This design comes from an exercise in tuning for small area, a short achievable clock period and few clock cycles per item on the open sky130 flow, not from production work. Function was not checked in any run shown here: the RTL went through the layout flow alone. Power is estimated from default activity; no workload was simulated.

==> flow/design.v <==
`timescale 1ns / 1ps
module booth_enc #(
    parameter W = 8
)(
    input  wire [W-1:0]   b,
    output wire [W/2-1:0] one,
    output wire [W/2-1:0] two,
    output wire [W/2-1:0] neg
);
    wire [W:0] bx = {b, 1'b0};
    genvar i;
    generate
        for (i = 0; i < W/2; i = i + 1) begin : dig
            assign one[i] = bx[2*i+1] ^ bx[2*i];
            assign two[i] = (bx[2*i+2] & ~bx[2*i+1] & ~bx[2*i]) |
                            (~bx[2*i+2] & bx[2*i+1] & bx[2*i]);
            assign neg[i] = bx[2*i+2] & ~(bx[2*i+1] & bx[2*i]);
        end
    endgenerate
endmodule
module mac_pe_8_bit #(
    parameter W = 8
)(
    input  wire clk,
    input  wire clear,
    input  wire [W-1:0] a,
    input  wire [W/2-1:0] one,
    input  wire [W/2-1:0] two,
    input  wire [W/2-1:0] neg,
    output reg  [2*W-1:0] product
);
    wire x_0_0;
    xor_cell ux_0_0 (.x(a[0]), .y(neg[0]), .o(x_0_0));
    wire x_0_1;
    xor_cell ux_0_1 (.x(a[1]), .y(neg[0]), .o(x_0_1));
    wire x_0_2;
    xor_cell ux_0_2 (.x(a[2]), .y(neg[0]), .o(x_0_2));
    wire x_0_3;
    xor_cell ux_0_3 (.x(a[3]), .y(neg[0]), .o(x_0_3));
    wire x_0_4;
    xor_cell ux_0_4 (.x(a[4]), .y(neg[0]), .o(x_0_4));
    wire x_0_5;
    xor_cell ux_0_5 (.x(a[5]), .y(neg[0]), .o(x_0_5));
    wire x_0_6;
    xor_cell ux_0_6 (.x(a[6]), .y(neg[0]), .o(x_0_6));
    wire x_0_7;
    xor_cell ux_0_7 (.x(a[7]), .y(neg[0]), .o(x_0_7));
    wire pp_0_0;
    ao22_cell up_0_0 (.a1(one[0]), .a2(x_0_0), .b1(two[0]), .b2(neg[0]), .o(pp_0_0));
    wire pp_0_1;
    ao22_cell up_0_1 (.a1(one[0]), .a2(x_0_1), .b1(two[0]), .b2(x_0_0), .o(pp_0_1));
    wire pp_0_2;
    ao22_cell up_0_2 (.a1(one[0]), .a2(x_0_2), .b1(two[0]), .b2(x_0_1), .o(pp_0_2));
    wire pp_0_3;
    ao22_cell up_0_3 (.a1(one[0]), .a2(x_0_3), .b1(two[0]), .b2(x_0_2), .o(pp_0_3));
    wire pp_0_4;
    ao22_cell up_0_4 (.a1(one[0]), .a2(x_0_4), .b1(two[0]), .b2(x_0_3), .o(pp_0_4));
    wire pp_0_5;
    ao22_cell up_0_5 (.a1(one[0]), .a2(x_0_5), .b1(two[0]), .b2(x_0_4), .o(pp_0_5));
    wire pp_0_6;
    ao22_cell up_0_6 (.a1(one[0]), .a2(x_0_6), .b1(two[0]), .b2(x_0_5), .o(pp_0_6));
    wire pp_0_7;
    ao22_cell up_0_7 (.a1(one[0]), .a2(x_0_7), .b1(two[0]), .b2(x_0_6), .o(pp_0_7));
    wire pp_0_8;
    oai21_cell up_0_8 (.a1(one[0]), .a2(two[0]), .b1(x_0_7), .o(pp_0_8));
    wire x_1_0;
    xor_cell ux_1_0 (.x(a[0]), .y(neg[1]), .o(x_1_0));
    wire x_1_1;
    xor_cell ux_1_1 (.x(a[1]), .y(neg[1]), .o(x_1_1));
    wire x_1_2;
    xor_cell ux_1_2 (.x(a[2]), .y(neg[1]), .o(x_1_2));
    wire x_1_3;
    xor_cell ux_1_3 (.x(a[3]), .y(neg[1]), .o(x_1_3));
    wire x_1_4;
    xor_cell ux_1_4 (.x(a[4]), .y(neg[1]), .o(x_1_4));
    wire x_1_5;
    xor_cell ux_1_5 (.x(a[5]), .y(neg[1]), .o(x_1_5));
    wire x_1_6;
    xor_cell ux_1_6 (.x(a[6]), .y(neg[1]), .o(x_1_6));
    wire x_1_7;
    xor_cell ux_1_7 (.x(a[7]), .y(neg[1]), .o(x_1_7));
    wire pp_1_0;
    ao22_cell up_1_0 (.a1(one[1]), .a2(x_1_0), .b1(two[1]), .b2(neg[1]), .o(pp_1_0));
    wire pp_1_1;
    ao22_cell up_1_1 (.a1(one[1]), .a2(x_1_1), .b1(two[1]), .b2(x_1_0), .o(pp_1_1));
    wire pp_1_2;
    ao22_cell up_1_2 (.a1(one[1]), .a2(x_1_2), .b1(two[1]), .b2(x_1_1), .o(pp_1_2));
    wire pp_1_3;
    ao22_cell up_1_3 (.a1(one[1]), .a2(x_1_3), .b1(two[1]), .b2(x_1_2), .o(pp_1_3));
    wire pp_1_4;
    ao22_cell up_1_4 (.a1(one[1]), .a2(x_1_4), .b1(two[1]), .b2(x_1_3), .o(pp_1_4));
    wire pp_1_5;
    ao22_cell up_1_5 (.a1(one[1]), .a2(x_1_5), .b1(two[1]), .b2(x_1_4), .o(pp_1_5));
    wire pp_1_6;
    ao22_cell up_1_6 (.a1(one[1]), .a2(x_1_6), .b1(two[1]), .b2(x_1_5), .o(pp_1_6));
    wire pp_1_7;
    ao22_cell up_1_7 (.a1(one[1]), .a2(x_1_7), .b1(two[1]), .b2(x_1_6), .o(pp_1_7));
    wire pp_1_8;
    oai21_cell up_1_8 (.a1(one[1]), .a2(two[1]), .b1(x_1_7), .o(pp_1_8));
    wire x_2_0;
    xor_cell ux_2_0 (.x(a[0]), .y(neg[2]), .o(x_2_0));
    wire x_2_1;
    xor_cell ux_2_1 (.x(a[1]), .y(neg[2]), .o(x_2_1));
    wire x_2_2;
    xor_cell ux_2_2 (.x(a[2]), .y(neg[2]), .o(x_2_2));
    wire x_2_3;
    xor_cell ux_2_3 (.x(a[3]), .y(neg[2]), .o(x_2_3));
    wire x_2_4;
    xor_cell ux_2_4 (.x(a[4]), .y(neg[2]), .o(x_2_4));
    wire x_2_5;
    xor_cell ux_2_5 (.x(a[5]), .y(neg[2]), .o(x_2_5));
    wire x_2_6;
    xor_cell ux_2_6 (.x(a[6]), .y(neg[2]), .o(x_2_6));
    wire x_2_7;
    xor_cell ux_2_7 (.x(a[7]), .y(neg[2]), .o(x_2_7));
    wire pp_2_0;
    ao22_cell up_2_0 (.a1(one[2]), .a2(x_2_0), .b1(two[2]), .b2(neg[2]), .o(pp_2_0));
    wire pp_2_1;
    ao22_cell up_2_1 (.a1(one[2]), .a2(x_2_1), .b1(two[2]), .b2(x_2_0), .o(pp_2_1));
    wire pp_2_2;
    ao22_cell up_2_2 (.a1(one[2]), .a2(x_2_2), .b1(two[2]), .b2(x_2_1), .o(pp_2_2));
    wire pp_2_3;
    ao22_cell up_2_3 (.a1(one[2]), .a2(x_2_3), .b1(two[2]), .b2(x_2_2), .o(pp_2_3));
    wire pp_2_4;
    ao22_cell up_2_4 (.a1(one[2]), .a2(x_2_4), .b1(two[2]), .b2(x_2_3), .o(pp_2_4));
    wire pp_2_5;
    ao22_cell up_2_5 (.a1(one[2]), .a2(x_2_5), .b1(two[2]), .b2(x_2_4), .o(pp_2_5));
    wire pp_2_6;
    ao22_cell up_2_6 (.a1(one[2]), .a2(x_2_6), .b1(two[2]), .b2(x_2_5), .o(pp_2_6));
    wire pp_2_7;
    ao22_cell up_2_7 (.a1(one[2]), .a2(x_2_7), .b1(two[2]), .b2(x_2_6), .o(pp_2_7));
    wire pp_2_8;
    oai21_cell up_2_8 (.a1(one[2]), .a2(two[2]), .b1(x_2_7), .o(pp_2_8));
    wire x_3_0;
    xor_cell ux_3_0 (.x(a[0]), .y(neg[3]), .o(x_3_0));
    wire x_3_1;
    xor_cell ux_3_1 (.x(a[1]), .y(neg[3]), .o(x_3_1));
    wire x_3_2;
    xor_cell ux_3_2 (.x(a[2]), .y(neg[3]), .o(x_3_2));
    wire x_3_3;
    xor_cell ux_3_3 (.x(a[3]), .y(neg[3]), .o(x_3_3));
    wire x_3_4;
    xor_cell ux_3_4 (.x(a[4]), .y(neg[3]), .o(x_3_4));
    wire x_3_5;
    xor_cell ux_3_5 (.x(a[5]), .y(neg[3]), .o(x_3_5));
    wire x_3_6;
    xor_cell ux_3_6 (.x(a[6]), .y(neg[3]), .o(x_3_6));
    wire x_3_7;
    xor_cell ux_3_7 (.x(a[7]), .y(neg[3]), .o(x_3_7));
    wire pp_3_0;
    ao22_cell up_3_0 (.a1(one[3]), .a2(x_3_0), .b1(two[3]), .b2(neg[3]), .o(pp_3_0));
    wire pp_3_1;
    ao22_cell up_3_1 (.a1(one[3]), .a2(x_3_1), .b1(two[3]), .b2(x_3_0), .o(pp_3_1));
    wire pp_3_2;
    ao22_cell up_3_2 (.a1(one[3]), .a2(x_3_2), .b1(two[3]), .b2(x_3_1), .o(pp_3_2));
    wire pp_3_3;
    ao22_cell up_3_3 (.a1(one[3]), .a2(x_3_3), .b1(two[3]), .b2(x_3_2), .o(pp_3_3));
    wire pp_3_4;
    ao22_cell up_3_4 (.a1(one[3]), .a2(x_3_4), .b1(two[3]), .b2(x_3_3), .o(pp_3_4));
    wire pp_3_5;
    ao22_cell up_3_5 (.a1(one[3]), .a2(x_3_5), .b1(two[3]), .b2(x_3_4), .o(pp_3_5));
    wire pp_3_6;
    ao22_cell up_3_6 (.a1(one[3]), .a2(x_3_6), .b1(two[3]), .b2(x_3_5), .o(pp_3_6));
    wire pp_3_7;
    ao22_cell up_3_7 (.a1(one[3]), .a2(x_3_7), .b1(two[3]), .b2(x_3_6), .o(pp_3_7));
    wire pp_3_8;
    oai21_cell up_3_8 (.a1(one[3]), .a2(two[3]), .b1(x_3_7), .o(pp_3_8));
    wire acc_0 = ~clear & product[0];
    wire acc_1 = ~clear & product[1];
    wire acc_2 = ~clear & product[2];
    wire acc_3 = ~clear & product[3];
    wire acc_4 = ~clear & product[4];
    wire acc_5 = ~clear & product[5];
    wire acc_6 = ~clear & product[6];
    wire acc_7 = ~clear & product[7];
    wire acc_8 = clear | product[8];
    wire acc_9 = ~clear & product[9];
    wire acc_10 = ~clear & product[10];
    wire acc_11 = ~clear & product[11];
    wire acc_12 = ~clear & product[12];
    wire acc_13 = ~clear & product[13];
    wire acc_14 = ~clear & product[14];
    wire acc_15 = ~clear & product[15];
    wire s0, c0;
    ha_cell u0 (.x(acc_4), .y(neg[2]), .s(s0), .co(c0));
    wire s1, c1;
    ha_cell u1 (.x(acc_5), .y(pp_0_5), .s(s1), .co(c1));
    wire s2, c2;
    xfa_cell u2 (.x(acc_6), .y(neg[3]), .z(pp_0_6), .s(s2), .co(c2));
    wire s3, c3;
    ha_cell u3 (.x(pp_1_4), .y(pp_2_2), .s(s3), .co(c3));
    wire s4, c4;
    xfa_cell u4 (.x(acc_7), .y(pp_0_7), .z(pp_1_5), .s(s4), .co(c4));
    wire s5, c5;
    ha_cell u5 (.x(pp_2_3), .y(pp_3_1), .s(s5), .co(c5));
    wire s6, c6;
    xfa_cell u6 (.x(acc_8), .y(pp_0_8), .z(pp_1_6), .s(s6), .co(c6));
    wire s7, c7;
    ha_cell u7 (.x(pp_2_4), .y(pp_3_2), .s(s7), .co(c7));
    wire s8, c8;
    fa_cell u8 (.x(acc_9), .y(pp_1_7), .z(pp_2_5), .s(s8), .co(c8));
    wire s9, c9;
    ha_cell u9 (.x(acc_10), .y(pp_1_8), .s(s9), .co(c9));
    wire s10, c10;
    ha_cell u10 (.x(acc_2), .y(neg[1]), .s(s10), .co(c10));
    wire s11, c11;
    ha_cell u11 (.x(acc_3), .y(pp_0_3), .s(s11), .co(c11));
    wire s12, c12;
    xfa_cell u12 (.x(s0), .y(pp_0_4), .z(pp_1_2), .s(s12), .co(c12));
    wire s13, c13;
    fa_cell u13 (.x(c0), .y(pp_1_3), .z(pp_2_1), .s(s13), .co(c13));
    wire s14, c14;
    xfa_cell u14 (.x(pp_3_0), .y(s2), .z(c1), .s(s14), .co(c14));
    wire s15, c15;
    xfa_cell u15 (.x(c3), .y(s4), .z(s5), .s(s15), .co(c15));
    wire s16, c16;
    xfa_cell u16 (.x(c5), .y(s6), .z(s7), .s(s16), .co(c16));
    wire s17, c17;
    xfa_cell u17 (.x(pp_3_3), .y(c7), .z(c6), .s(s17), .co(c17));
    wire s18, c18;
    xfa_cell u18 (.x(pp_2_6), .y(pp_3_4), .z(s9), .s(s18), .co(c18));
    wire s19, c19;
    fa_cell u19 (.x(acc_11), .y(pp_2_7), .z(pp_3_5), .s(s19), .co(c19));
    wire s20, c20;
    ha_cell u20 (.x(acc_12), .y(pp_2_8), .s(s20), .co(c20));
    wire s21, c21;
    ha_cell u21 (.x(acc_0), .y(neg[0]), .s(s21), .co(c21));
    wire s22, c22;
    ha_cell u22 (.x(acc_1), .y(pp_0_1), .s(s22), .co(c22));
    wire s23, c23;
    fa_cell u23 (.x(s10), .y(pp_0_2), .z(pp_1_0), .s(s23), .co(c23));
    wire s24, c24;
    xfa_cell u24 (.x(c10), .y(pp_1_1), .z(s11), .s(s24), .co(c24));
    wire s25, c25;
    fa_cell u25 (.x(pp_2_0), .y(c11), .z(s12), .s(s25), .co(c25));
    wire s26, c26;
    xfa_cell u26 (.x(s1), .y(c12), .z(s13), .s(s26), .co(c26));
    wire s27, c27;
    xfa_cell u27 (.x(s3), .y(c13), .z(s14), .s(s27), .co(c27));
    wire s28, c28;
    xfa_cell u28 (.x(c2), .y(c14), .z(s15), .s(s28), .co(c28));
    wire s29, c29;
    xfa_cell u29 (.x(c4), .y(s16), .z(c15), .s(s29), .co(c29));
    wire s30, c30;
    xfa_cell u30 (.x(s8), .y(s17), .z(c16), .s(s30), .co(c30));
    wire s31, c31;
    xfa_cell u31 (.x(c8), .y(s18), .z(c17), .s(s31), .co(c31));
    wire s32, c32;
    xfa_cell u32 (.x(c9), .y(s19), .z(c18), .s(s32), .co(c32));
    wire s33, c33;
    fa_cell u33 (.x(pp_3_6), .y(s20), .z(c19), .s(s33), .co(c33));
    wire s34, c34;
    fa_cell u34 (.x(acc_13), .y(pp_3_7), .z(c20), .s(s34), .co(c34));
    wire s35, c35;
    ha_cell u35 (.x(acc_14), .y(pp_3_8), .s(s35), .co(c35));
    wire [15:0] row0 = {acc_15, s35, s34, s33, s32, s31, s30, s29, s28, s27, s26, s25, s24, s23, s22, pp_0_0};
    wire [15:0] row1 = {c35, c34, c33, c32, c31, c30, c29, c28, c27, c26, c25, c24, c23, c22, c21, s21};
    always @(posedge clk)
        product <= row0 + row1;
endmodule
module fa_cell (input wire x, input wire y, input wire z, output wire s, output wire co);
    assign s  = x ^ y ^ z;
    assign co = (x & y) | (x & z) | (y & z);
endmodule
module ha_cell (input wire x, input wire y, output wire s, output wire co);
    assign s  = x ^ y;
    assign co = x & y;
endmodule
module xfa_cell (input wire x, input wire y, input wire z, output wire s, output wire co);
    wire t;
    xor_cell u0 (.x(x), .y(y), .o(t));
    xor_cell u1 (.x(t), .y(z), .o(s));
    maj_cell u2 (.x(x), .y(y), .z(z), .o(co));
endmodule
module ao22_cell (input wire a1, input wire a2, input wire b1, input wire b2, output wire o);
    assign o = (a1 & a2) | (b1 & b2);
endmodule
module oai21_cell (input wire a1, input wire a2, input wire b1, output wire o);
    assign o = ~((a1 | a2) & b1);
endmodule
module xor_cell (input wire x, input wire y, output wire o);
    assign o = x ^ y;
endmodule
module maj_cell (input wire x, input wire y, input wire z, output wire o);
    assign o = (x & y) | (x & z) | (y & z);
endmodule
`timescale 1ns / 1ps
module array #(
    parameter W = 8
)(
    input  wire clk,
    input  wire rst,
    input  wire start,
    input  wire signed [3*W-1:0] a,
    input  wire signed [3*W-1:0] b,
    output wire signed [9*2*W-1:0] result,
    output reg  result_valid
);
    reg beat1, beat2;
    reg accumulate;
    always @(posedge clk) begin
        if (rst) begin
            beat1        <= 1'b0;
            beat2        <= 1'b0;
            accumulate   <= 1'b0;
            result_valid <= 1'b0;
        end else begin
            beat1        <= start;
            beat2        <= beat1;
            accumulate   <= start | beat1;
            result_valid <= beat2;
        end
    end
    genvar i, j;
    generate
        for (j = 0; j < 3; j = j + 1) begin : enc
            wire [W/2-1:0] one, two, neg;
            booth_enc #(.W(W)) E (
                .b  (b[j*W +: W]),
                .one(one),
                .two(two),
                .neg(neg)
            );
        end
        for (i = 0; i < 3; i = i + 1) begin : row
            for (j = 0; j < 3; j = j + 1) begin : col
                mac_pe_8_bit PE (
                    .clk    (clk),
                    .clear  (~accumulate),
                    .a      (a[i*W +: W]),
                    .one    (enc[j].one),
                    .two    (enc[j].two),
                    .neg    (enc[j].neg),
                    .product(result[(i*3 + j)*2*W +: 2*W])
                );
            end
        end
    endgenerate
endmodule
==> flow/flow/run.sh <==
#!/bin/bash
# The standard layout (the standard.sh, standard synthesis unchanged), with
# the port buffers that ORFS inserts before global placement made of the
# smallest plain buffer instead of ORFS's default choice; repair steps resize
# them where timing needs it.
set -euo pipefail
bash standard.sh "BUFFER_PORTS_ARGS=-buffer_cell sky130_fd_sc_hd__buf_1" finish > standard.log 2>&1
==> flow/standard.sh <==
#!/bin/bash
# synth_recipe.tcl (not shown) runs the flow's synth.tcl, then flattens the netlist and writes it again
# the make line also repeats each setting of config.mk as NAME=value (left out here)
make -C /OpenROAD-flow-scripts/flow DESIGN_CONFIG=/design/flow/config.mk WORK_HOME=/design/flow/orfs CLKGATE_MAP_FILE= SYNTH_SCRIPT=/design/flow/synth_recipe.tcl "${@:-finish}"
==> flow/config.mk <==
export PLATFORM = sky130hd
export DESIGN_NAME = array
export DESIGN_NICKNAME = array
export VERILOG_FILES = /design/flow/design.v
export SDC_FILE = /design/flow/constraint.sdc
export NUM_CORES = 4
export LEC_CHECK = 0
export CAP_MARGIN = 20
export CORE_MARGIN = 2
export CORE_UTILIZATION = 40
export SETUP_SLACK_MARGIN = 1.5
export SLEW_MARGIN = 20
export SYNTH_HIERARCHICAL = 1
export SYNTH_MINIMUM_KEEP_SIZE = 0
==> flow/constraint.sdc <==
create_clock -name core_clock -period 6.5 [get_ports {clk}]
set_input_delay 1.3000 -clock core_clock [delete_from_list [all_inputs] [get_ports {clk}]]
set_output_delay 1.3000 -clock core_clock [all_outputs]
set_load 0.01 [all_outputs]
==> key figures, run 1 <==
STA
  • Relative slew slack: 23.5%
  • Post-route minimum period: 4810 ps
  • Slew Limit Fails: 0
  • Setup violators final: 0
  • Period utilization: 74.0%
  • Worst slew pin tran: 1150 ps
  • Hold WS: 448 ps
  • RSZ-0062 raised after global routing: false
  • Final Hold Viols: 0
  • Clk_skew: 13.5 ps
  • Setup TNS: 0 ps
  • Max Clk Rate: 0.208 GHz

Drt
  • DR vias: 20000
  • DRT antenna net count: 0
  • TritonRoute pass-1 iters: 5
  • Vias/cell: 5.68
  • DRC errors left: 0
  • Initial DRC count: 1178
  • WL/cell: 19.7 um
  • Routed WL: 69.5 mm

Critical path
  • Worst path bufs/invs: 1
  • Crit-path max FO: 10
  • R2R Setup Slk: 2330 ps
  • Worst path top cell family by delay: simple AND/OR/NAND/NOR gates
  • Worst path arrival time: 5190 ps
  • Critical path class: in -> reg
  • Highest-delay cell along the critical path: nor2b_2
  • Cell chain of the critical path: buf_1 > ha_1 > nor2b_2 > xor2_1 > a22o_1 > xor2_1 > xor2_1 > xor2_1 > maj3_2 > ha_1 > and3_1 > a221o_1 > nor4_2 > a211oi_2 > xor2_1
  • Worst setup SP type: primary input
  • Crit-path max cell delay: 700 ps
  • Crit path top cell by count: xor2_1
  • CP endpoint kind: flop
  • Critical path required time: 6870 ps

Placed design
  • DP HPWL: 52.9 mm
  • Port-buffer cells: 195
  • Routability Congestion: 0.880
  • Post-DP Area: 25400 um2

Synth
  • Yosys warns: 8
  • Syn Area/Cell: 9.43 um2
  • Post-synthesis mux area share: 0%
  • Synth Area in Compound Gates: 22.6%
  • Synth cell count leaders: 657 x xor2_1, 288 x a22o_1, 252 x ha_1
  • #FFs+latches synth: 148
  • Post-synthesis xor/xnor area fraction: 26.9%
  • Synth Instances: 2457
  • Distinct cells, synth: 42
  • Synth Area in Adders: 27.3%
  • Async set-reset flop share out of synthesis: 0%
  • Synth area leaders: xor2_1 25%, ha_1 14%, dfxtp_1 13%
  • Largest family of logic cells by synthesized area: adder cells
  • Synthesized Nets: 2832
  • Sequential area share after synthesis: 12.8%
  • Top-count cell post-synth: xor2_1
  • Synth Area in Simple Gates: 9.84%
  • Largest area contributor in the netlist: xor2_1
  • Number of synthesized flops with an enable pin: 0
  • Synth top area share: 24.8%
  • Synth Flop Type: dfxtp_1
  • Synthesized cell area: 23200 um2

Hold path
  • Worst hold path type: reg -> reg

Floorplanning
  • Boundary pin count: 196
  • Die Ht: 245 um
  • Die X: 245 um
  • Core area: 57500 um2
  • # rows: 88
  • Die area: 59800 um2
  • Initial Utilization: 40.3%

Pwr
  • NetSw: 0.00668 W
  • Reg power frac: 13.8%
  • Sw Ratio: 50.0%
  • P_int: 0.00667 W
  • Peak supply drop: 0.000324 V
  • Clk pwr share: 8.3%
  • Leak Pwr: 12.1 nW
  • PD cells: 507 nW/um2
  • Combinational group share of total power: 78.0%

Clocking
  • Hold bufs inserted after CTS: 0
  • Num CTS Buffers: 17
  • CTS tree: yes
  • Root Driver: clkbuf_16
  • Clock transition at path regs: 60 ps
  • Insertion delay to the later sink of the worst-skew pair: 500 ps
  • Clock buffer depth: 2
  • CTS H-tree lvls: 4
  • Sink Count: 148

Job
  • Max cap viols: 0

Layout
  • Final core utilization: 45.8%
  • Multi-input gate area: 20200 um2
  • Synth-to-Final Area Change: 13.5%
  • Final instance area: 26300 um2
  • Nets: 3120
  • Fraction of layout cells with a size suffix above 1: 13.8%
  • Filler Cell Count: 5632
  • Reg area: 2960 um2

Global route
  • Grt ovf: 0
  • Initial antenna violation count: 7
  • Vias in the first global route: 19900
  • First-pass GRT wire length: 106 mm
  • Total GRT Usage: 22.4%
  • Largest net degree at the start of global routing: 58

Outcome
  • Outcome: finished clean
[logic make-up (layout without fill, tap and decap cells)]
family,count (synthesis),in the layout
adder cells (fa/ha/maj),477,477
AO/OA/AOI/OAI,694,694
other,0,5
flip-flops,148,148
buffers and inverters,34,328
AND/OR/NAND/NOR,393,397
XOR/XNOR,711,711
[through the flow]
stage,power [W],cells,setup WS [ps]
CTS,0.0133,3497,1600
global placement,0.0119,3466,1130
detailed placement,0.0121,3466,1020
global route,0.0146,3520,1490
finish,0.0133,3525,1690
floorplan,0.00992,2457,1580
[metal layers]
| layer | part of all wire [%] | vias up | GRT usage (%) | wire, um |
|---|---|---|---|---|
| li1 | - | 9647 | - | - |
| met1 | 44 | 9727 | 28.3 | 30700 |
| met2 | 47 | 554 | 37.6 | 32500 |
| met3 | 6.2 | 98 | 4.43 | 4290 |
| met4 | 2.8 | 6 | 8.16 | 1910 |
| met5 | 0.059 | - | 0 | 41 |
[cell usage in the layout (no fill, tap or decap), drive strengths merged, types with 10 or more instances in the layout]
cell	instances
inv	10
dfxtp	148
xor2	657
nand3	27
a211oi	27
a21oi	126
nand2	69
buf	284
nand3b	12
maj3	153
clkbuf	25
and3	36
o21ai	120
a21o	45
ha	252
fa	72
xnor2	54
a22o	288
nor2b	163
a31oi	18
nor2	36
[registers in the layout (all words and copies together), names as in the netlist]
register / flops
row.col.PE.product: 144
accumulate: 1
beat1: 1
beat2: 1
result_valid: 1
[path summary, 6_finish.rpt]
check | startpoint | endpoint | cells after the start
worst min register to register | beat2 | result_valid | 1
worst min-delay path | beat2 | result_valid | 1
worst max-delay path | b[2] | row[2].col[0].PE.product[12] | 15
worst max register to register | accumulate | row[2].col[0].PE.product[12] | 15
[cell type report]
class | count | area share, %
inverters | 10 | 0.152
clock inverters | 9 | 0.595
clock buffers | 20 | 1.70
flip-flops and latches | 148 | 11.3
repair buffers | 289 | 5.72
diodes | 5 | 0.0476
well taps | 765 | 3.64
multi-input cells | 2279 | 76.9
[per-module statistics from Yosys, one instance, submodules excluded, excerpt]
module        cells inside  times used
ao22_cell                1         288
oai21_cell               1          36
ha_cell                  1         108
xor_cell                 1         594
fa_cell                  1          63
array                    9           1
maj_cell                 1         153
mac_pe_8_bit           128           9
[timing repair]
item	in CTS	in global routing
gates resized for setup	0	12
gates cloned	0	4
buffers inserted	2	19
endpoints found under the setup margin	2	41
[power by group through the flow]
stage / logic (W) / registers [W] / clock network (W)
after global routing: 0.0115 / 0.00189 / 0.00117
after detailed placement: 0.0102 / 0.00186 / 0
after CTS: 0.0103 / 0.00185 / 0.00114
final: 0.0104 / 0.00184 / 0.00110
after global placement: 0.0101 / 0.00186 / 0
after floorplan: 0.00800 / 0.00192 / 0
==> run 2, diff against run 1 <==
--- a/flow/design.v
+++ b/flow/design.v
@@ -187,13 +187,13 @@
     ha_cell u1 (.x(acc_5), .y(pp_0_5), .s(s1), .co(c1));
     wire s2, c2;
-    xfa_cell u2 (.x(acc_6), .y(neg[3]), .z(pp_0_6), .s(s2), .co(c2));
+    fa_cell u2 (.x(acc_6), .y(neg[3]), .z(pp_0_6), .s(s2), .co(c2));
     wire s3, c3;
     ha_cell u3 (.x(pp_1_4), .y(pp_2_2), .s(s3), .co(c3));
     wire s4, c4;
-    xfa_cell u4 (.x(acc_7), .y(pp_0_7), .z(pp_1_5), .s(s4), .co(c4));
+    fa_cell u4 (.x(acc_7), .y(pp_0_7), .z(pp_1_5), .s(s4), .co(c4));
     wire s5, c5;
     ha_cell u5 (.x(pp_2_3), .y(pp_3_1), .s(s5), .co(c5));
     wire s6, c6;
-    xfa_cell u6 (.x(acc_8), .y(pp_0_8), .z(pp_1_6), .s(s6), .co(c6));
+    fa_cell u6 (.x(acc_8), .y(pp_0_8), .z(pp_1_6), .s(s6), .co(c6));
     wire s7, c7;
     ha_cell u7 (.x(pp_2_4), .y(pp_3_2), .s(s7), .co(c7));
@@ -207,17 +207,17 @@
     ha_cell u11 (.x(acc_3), .y(pp_0_3), .s(s11), .co(c11));
     wire s12, c12;
-    xfa_cell u12 (.x(s0), .y(pp_0_4), .z(pp_1_2), .s(s12), .co(c12));
+    fa_cell u12 (.x(s0), .y(pp_0_4), .z(pp_1_2), .s(s12), .co(c12));
     wire s13, c13;
     fa_cell u13 (.x(c0), .y(pp_1_3), .z(pp_2_1), .s(s13), .co(c13));
     wire s14, c14;
-    xfa_cell u14 (.x(pp_3_0), .y(s2), .z(c1), .s(s14), .co(c14));
+    fa_cell u14 (.x(pp_3_0), .y(c1), .z(s3), .s(s14), .co(c14));
     wire s15, c15;
-    xfa_cell u15 (.x(c3), .y(s4), .z(s5), .s(s15), .co(c15));
+    fa_cell u15 (.x(c3), .y(s5), .z(c2), .s(s15), .co(c15));
     wire s16, c16;
-    xfa_cell u16 (.x(c5), .y(s6), .z(s7), .s(s16), .co(c16));
+    fa_cell u16 (.x(c5), .y(s7), .z(c4), .s(s16), .co(c16));
     wire s17, c17;
-    xfa_cell u17 (.x(pp_3_3), .y(c7), .z(c6), .s(s17), .co(c17));
+    fa_cell u17 (.x(pp_3_3), .y(c7), .z(c6), .s(s17), .co(c17));
     wire s18, c18;
-    xfa_cell u18 (.x(pp_2_6), .y(pp_3_4), .z(s9), .s(s18), .co(c18));
+    fa_cell u18 (.x(pp_2_6), .y(pp_3_4), .z(s9), .s(s18), .co(c18));
     wire s19, c19;
     fa_cell u19 (.x(acc_11), .y(pp_2_7), .z(pp_3_5), .s(s19), .co(c19));
@@ -231,21 +231,21 @@
     fa_cell u23 (.x(s10), .y(pp_0_2), .z(pp_1_0), .s(s23), .co(c23));
     wire s24, c24;
-    xfa_cell u24 (.x(c10), .y(pp_1_1), .z(s11), .s(s24), .co(c24));
+    fa_cell u24 (.x(c10), .y(pp_1_1), .z(s11), .s(s24), .co(c24));
     wire s25, c25;
     fa_cell u25 (.x(pp_2_0), .y(c11), .z(s12), .s(s25), .co(c25));
     wire s26, c26;
-    xfa_cell u26 (.x(s1), .y(c12), .z(s13), .s(s26), .co(c26));
+    fa_cell u26 (.x(s1), .y(c12), .z(s13), .s(s26), .co(c26));
     wire s27, c27;
-    xfa_cell u27 (.x(s3), .y(c13), .z(s14), .s(s27), .co(c27));
+    fa_cell u27 (.x(c13), .y(s2), .z(s14), .s(s27), .co(c27));
     wire s28, c28;
-    xfa_cell u28 (.x(c2), .y(c14), .z(s15), .s(s28), .co(c28));
+    fa_cell u28 (.x(s4), .y(c14), .z(s15), .s(s28), .co(c28));
     wire s29, c29;
-    xfa_cell u29 (.x(c4), .y(s16), .z(c15), .s(s29), .co(c29));
+    fa_cell u29 (.x(s6), .y(c15), .z(s16), .s(s29), .co(c29));
     wire s30, c30;
-    xfa_cell u30 (.x(s8), .y(s17), .z(c16), .s(s30), .co(c30));
+    fa_cell u30 (.x(s8), .y(c16), .z(s17), .s(s30), .co(c30));
     wire s31, c31;
-    xfa_cell u31 (.x(c8), .y(s18), .z(c17), .s(s31), .co(c31));
+    fa_cell u31 (.x(c8), .y(s18), .z(c17), .s(s31), .co(c31));
     wire s32, c32;
-    xfa_cell u32 (.x(c9), .y(s19), .z(c18), .s(s32), .co(c32));
+    fa_cell u32 (.x(c9), .y(s19), .z(c18), .s(s32), .co(c32));
     wire s33, c33;
     fa_cell u33 (.x(pp_3_6), .y(s20), .z(c19), .s(s33), .co(c33));
==> run 2 against run 1 <==
Net effect:
- synthesized area decreased by 5.8%
- sequential power decreased by 4%
- clock power about the same
- utilization increased by 1.7 points
- register-to-register slack got worse by 250 ps
- highest routed layer is now met4
- via count decreased by 9.7%
- critical path depth decreased by 2
- hold slack got worse by 7.7 ps
- critical endpoint is now row[0].col[1].PE.product[12]
- clock skew decreased by 4.1 ps
- sequential share of layout area increased by 0.31 points
- design area decreased by 2.7%
==> key figures, run 2 <==
STA
  • Max Clk Rate: 0.202 GHz
  • Post-route minimum period: 4950 ps
  • Relative slew slack: 26.7%
  • Clk_skew: 9.44 ps
  • RSZ-0062 raised after global routing: false
  • Setup violators final: 0
  • Slew Limit Fails: 0
  • Setup TNS: 0 ps
  • Final Hold Viols: 0
  • Worst slew pin tran: 1100 ps
  • Period utilization: 76.2%

Drt
  • Vias/cell: 5.74
  • DRC errors left: 0
  • TritonRoute pass-1 iters: 5
  • DR WL met3: 3.69 mm
  • Routed WL: 62.7 mm
  • WL/cell: 19.9 um
  • Max Used Layer: met4
  • Met2 WL: 29.9 mm
  • Initial DRC count: 1166
  • DR vias: 18100
  • M1 WL: 27.6 mm
  • DRT antenna net count: 0

Outcome
  • Outcome: finished clean

Synth
  • Synthesized Nets: 2679
  • Synth cell count leaders: 351 x xor2_1, 288 x a22o_1, 252 x ha_1
  • Largest area contributor in the netlist: fa_1
  • Distinct cells, synth: 41
  • Synth Flop Type: dfxtp_1
  • Synth Area in Adders: 35.1%
  • Post-synthesis xor/xnor area fraction: 16.3%
  • Synth area leaders: fa_1 21%, ha_1 14%, xor2_1 14%
  • Synth Area in Compound Gates: 24.0%
  • Number of synthesized flops with an enable pin: 0
  • Sequential area share after synthesis: 13.6%
  • Yosys warns: 8
  • Synth Instances: 2151
  • Post-synthesis mux area share: 0%
  • #FFs+latches synth: 148
  • Syn Area/Cell: 10.1 um2
  • Largest family of logic cells by synthesized area: adder cells
  • Synthesized cell area: 21800 um2
  • Async set-reset flop share out of synthesis: 0%
  • Synth top area share: 20.6%
  • Synth Area in Simple Gates: 10.4%
  • Top-count cell post-synth: xor2_1

Clocking
  • CTS tree: yes
  • Clock buffer depth: 2
  • Insertion delay to the later sink of the worst-skew pair: 500 ps
  • Root Driver: clkbuf_16
  • Hold bufs inserted after CTS: 0
  • CTS H-tree lvls: 4
  • Sink Count: 148
  • Clock transition at path regs: 60 ps
  • Num CTS Buffers: 17

Pwr
  • Combinational group share of total power: 78.7%
  • Reg power frac: 13.2%
  • P_int: 0.00700 W
  • NetSw: 0.00634 W
  • Clk pwr share: 8.1%
  • PD cells: 521 nW/um2
  • Leak Pwr: 11.2 nW
  • Sw Ratio: 47.5%
  • Total Power: 0.0133 W
  • Peak supply drop: 0.000315 V

Floorplanning
  • Initial Utilization: 40.5%
  • Boundary pin count: 196
  • # rows: 85
  • Die Ht: 238 um
  • Die area: 56400 um2
  • Die X: 238 um
  • Core area: 53900 um2

Global route
  • Grt ovf: 0
  • Vias in the first global route: 18300
  • First-pass GRT wire length: 99.8 mm
  • Initial antenna violation count: 0
  • Total GRT Usage: 22.5%
  • Largest net degree at the start of global routing: 52

Critical path
  • Worst setup SP type: primary input
  • Worst path bufs/invs: 2
  • Worst path top cell family by delay: adder cells
  • Critical path class: in -> reg
  • Worst r2r src: accumulate
  • Worst path arrival time: 5320 ps
  • Critical path required time: 6870 ps
  • Cell chain of the critical path: buf_1 > buf_4 > xor2_1 > a22o_1 > fa_2 > fa_2 > fa_1 > ha_4 > and3_4 > a221o_1 > nor4_2 > a211oi_2 > xor2_1
  • R2R Setup Slk: 2080 ps
  • Crit-path max FO: 7
  • CP endpoint kind: flop
  • CP Launch Point: a[5]
  • Crit-path max cell delay: 690 ps
  • Highest-delay cell along the critical path: buf_1

Hold path
  • Worst Min Path Start: beat2
  • Worst hold path type: reg -> reg

Placed design
  • Port-buffer cells: 195
  • DP HPWL: 49.2 mm
  • Routability Congestion: 0.887

Layout
  • Fraction of layout cells with a size suffix above 1: 12.3%
  • Most frequent cells in the layout: 351 x xor2_1, 288 x a22o_1, 204 x fa_1, 204 x ha_1, 190 x buf_1
  • Nets: 2969
  • Reg with most FFs: row.col.PE.product
  • Synth-to-Final Area Change: 17.3%
  • Antenna cell count: 0
  • Max reg flops: 144
  • Commonest non-fill, non-tap cell in the layout: xor2_1

Job
  • Max cap viols: 0
[run 2: layer usage]
layer / track usage (%) / vias to the layer above
met5: 0 / -
met4: 7.39 / 0
met3: 4.89 / 86
met2: 37.4 / 533
met1: 29.0 / 8897
li1: - / 8563
[run 2: cell families after synthesis]
kind of cell / after synthesis
adder cells (fa/ha/maj): 477
AO/OA/AOI/OAI: 694
flip-flops: 148
AND/OR/NAND/NOR: 393
buffers and inverters: 34
XOR/XNOR: 405
[run 2: power by group through the flow]
| stage | logic (W) | registers (W) | clock network [W] |
|---|---|---|---|
| after floorplan | 0.00807 | 0.00192 | 0 |
| after CTS | 0.0105 | 0.00177 | 0.00112 |
| after global routing | 0.0117 | 0.00182 | 0.00115 |
| after detailed placement | 0.0104 | 0.00179 | 0 |
| after global placement | 0.0102 | 0.00178 | 0 |
| final | 0.0105 | 0.00176 | 0.00109 |
[run 2: worst paths after layout]
check / endpoint / depth (start not counted)
hold reg to reg: result_valid / 1
setup reg to reg: row[0].col[0].PE.product[12] / 12
setup / recovery: row[0].col[1].PE.product[12] / 13
hold / removal: result_valid / 1
[run 2: worst reg2reg max path: cells and delay by family, from the launching register on]
kind | cells | cell delay [ps]
compound gates | 3 | 630
xor+xnor | 1 | 140
fa+ha+maj | 4 | 1680
buf+inv | 2 | 1030
flops | 1 | 320
simple gates | 2 | 500
[run 2: cell type report]
class                      count  area, um2
fill                        5092      28300
multi-input combinational   1971      19500
sequential                   148       2960
timing repair buffer         293       1560
tap                          696        871
clock buffer                  19        433
clock inverter                13        184
inverter                      10       40.0
[run 2: timing repair]
action / 4_1_cts / 5_1_grt
pin swaps: 0 / 0
endpoints found under the hold margin: 0 / 0
endpoints found under the setup margin: 9 / 47
gates resized for setup: 1 / 14
buffers inserted: 3 / 15
cloned: 2 / 0
[run 2: per-stage QoR]
stage          cell area [um2]  util (%)  worst slack, ps  hold WS [ps]  cells
5_1_grt                  25600      47.5             1480           463   3150
3_3_place_gp             24700      45.9              862           421   3098
2_1_floorplan            22600         -             1340           414   2151
4_1_cts                  25400      47.1             1490           445   3135
6_report                 25600      47.5             1550           440   3150
3_5_place_dp             24700      45.9              811           429   3098
[run 2: modules after synthesis (local to each module, per instance), excerpt]
module	times used	flops+latches	cells inside
oai21_cell	36	0	1
ha_cell	108	0	1
mac_pe_8_bit	9	16	128
ao22_cell	288	0	1
xor_cell	288	0	1
array	1	4	9
fa_cell	216	0	1

separate check: timing with driven ports:
Ports are ideal in the flow. The routed layouts listed here were re-timed in OpenROAD. Step 1: set_driving_cell puts a clkbuf_16 on clk and a buf_2 on each other input, an assumption about the parent block. Step 2 times the ports against the registers' clock, not the clock port: input delays grow and output delays shrink by t, the midpoint of the rising clock arrivals with the driver on. a / b / c = no drivers / after step 1 / after step 2; a / b = the first two.
run	t (ns)	slack for setup (ns)	slew at the worst register clock pin (ns)
run 1	0.551	1.688 / 1.725 / 1.174	0.07 / 0.07
run 2	0.555	1.548 / 1.581 / 1.026	0.07 / 0.07
After both steps setup and hold are still met in every run listed. For run 2, which loses most, drivers alone change the setup slack by +0.033 ns; drivers and shift together by -0.522 ns.
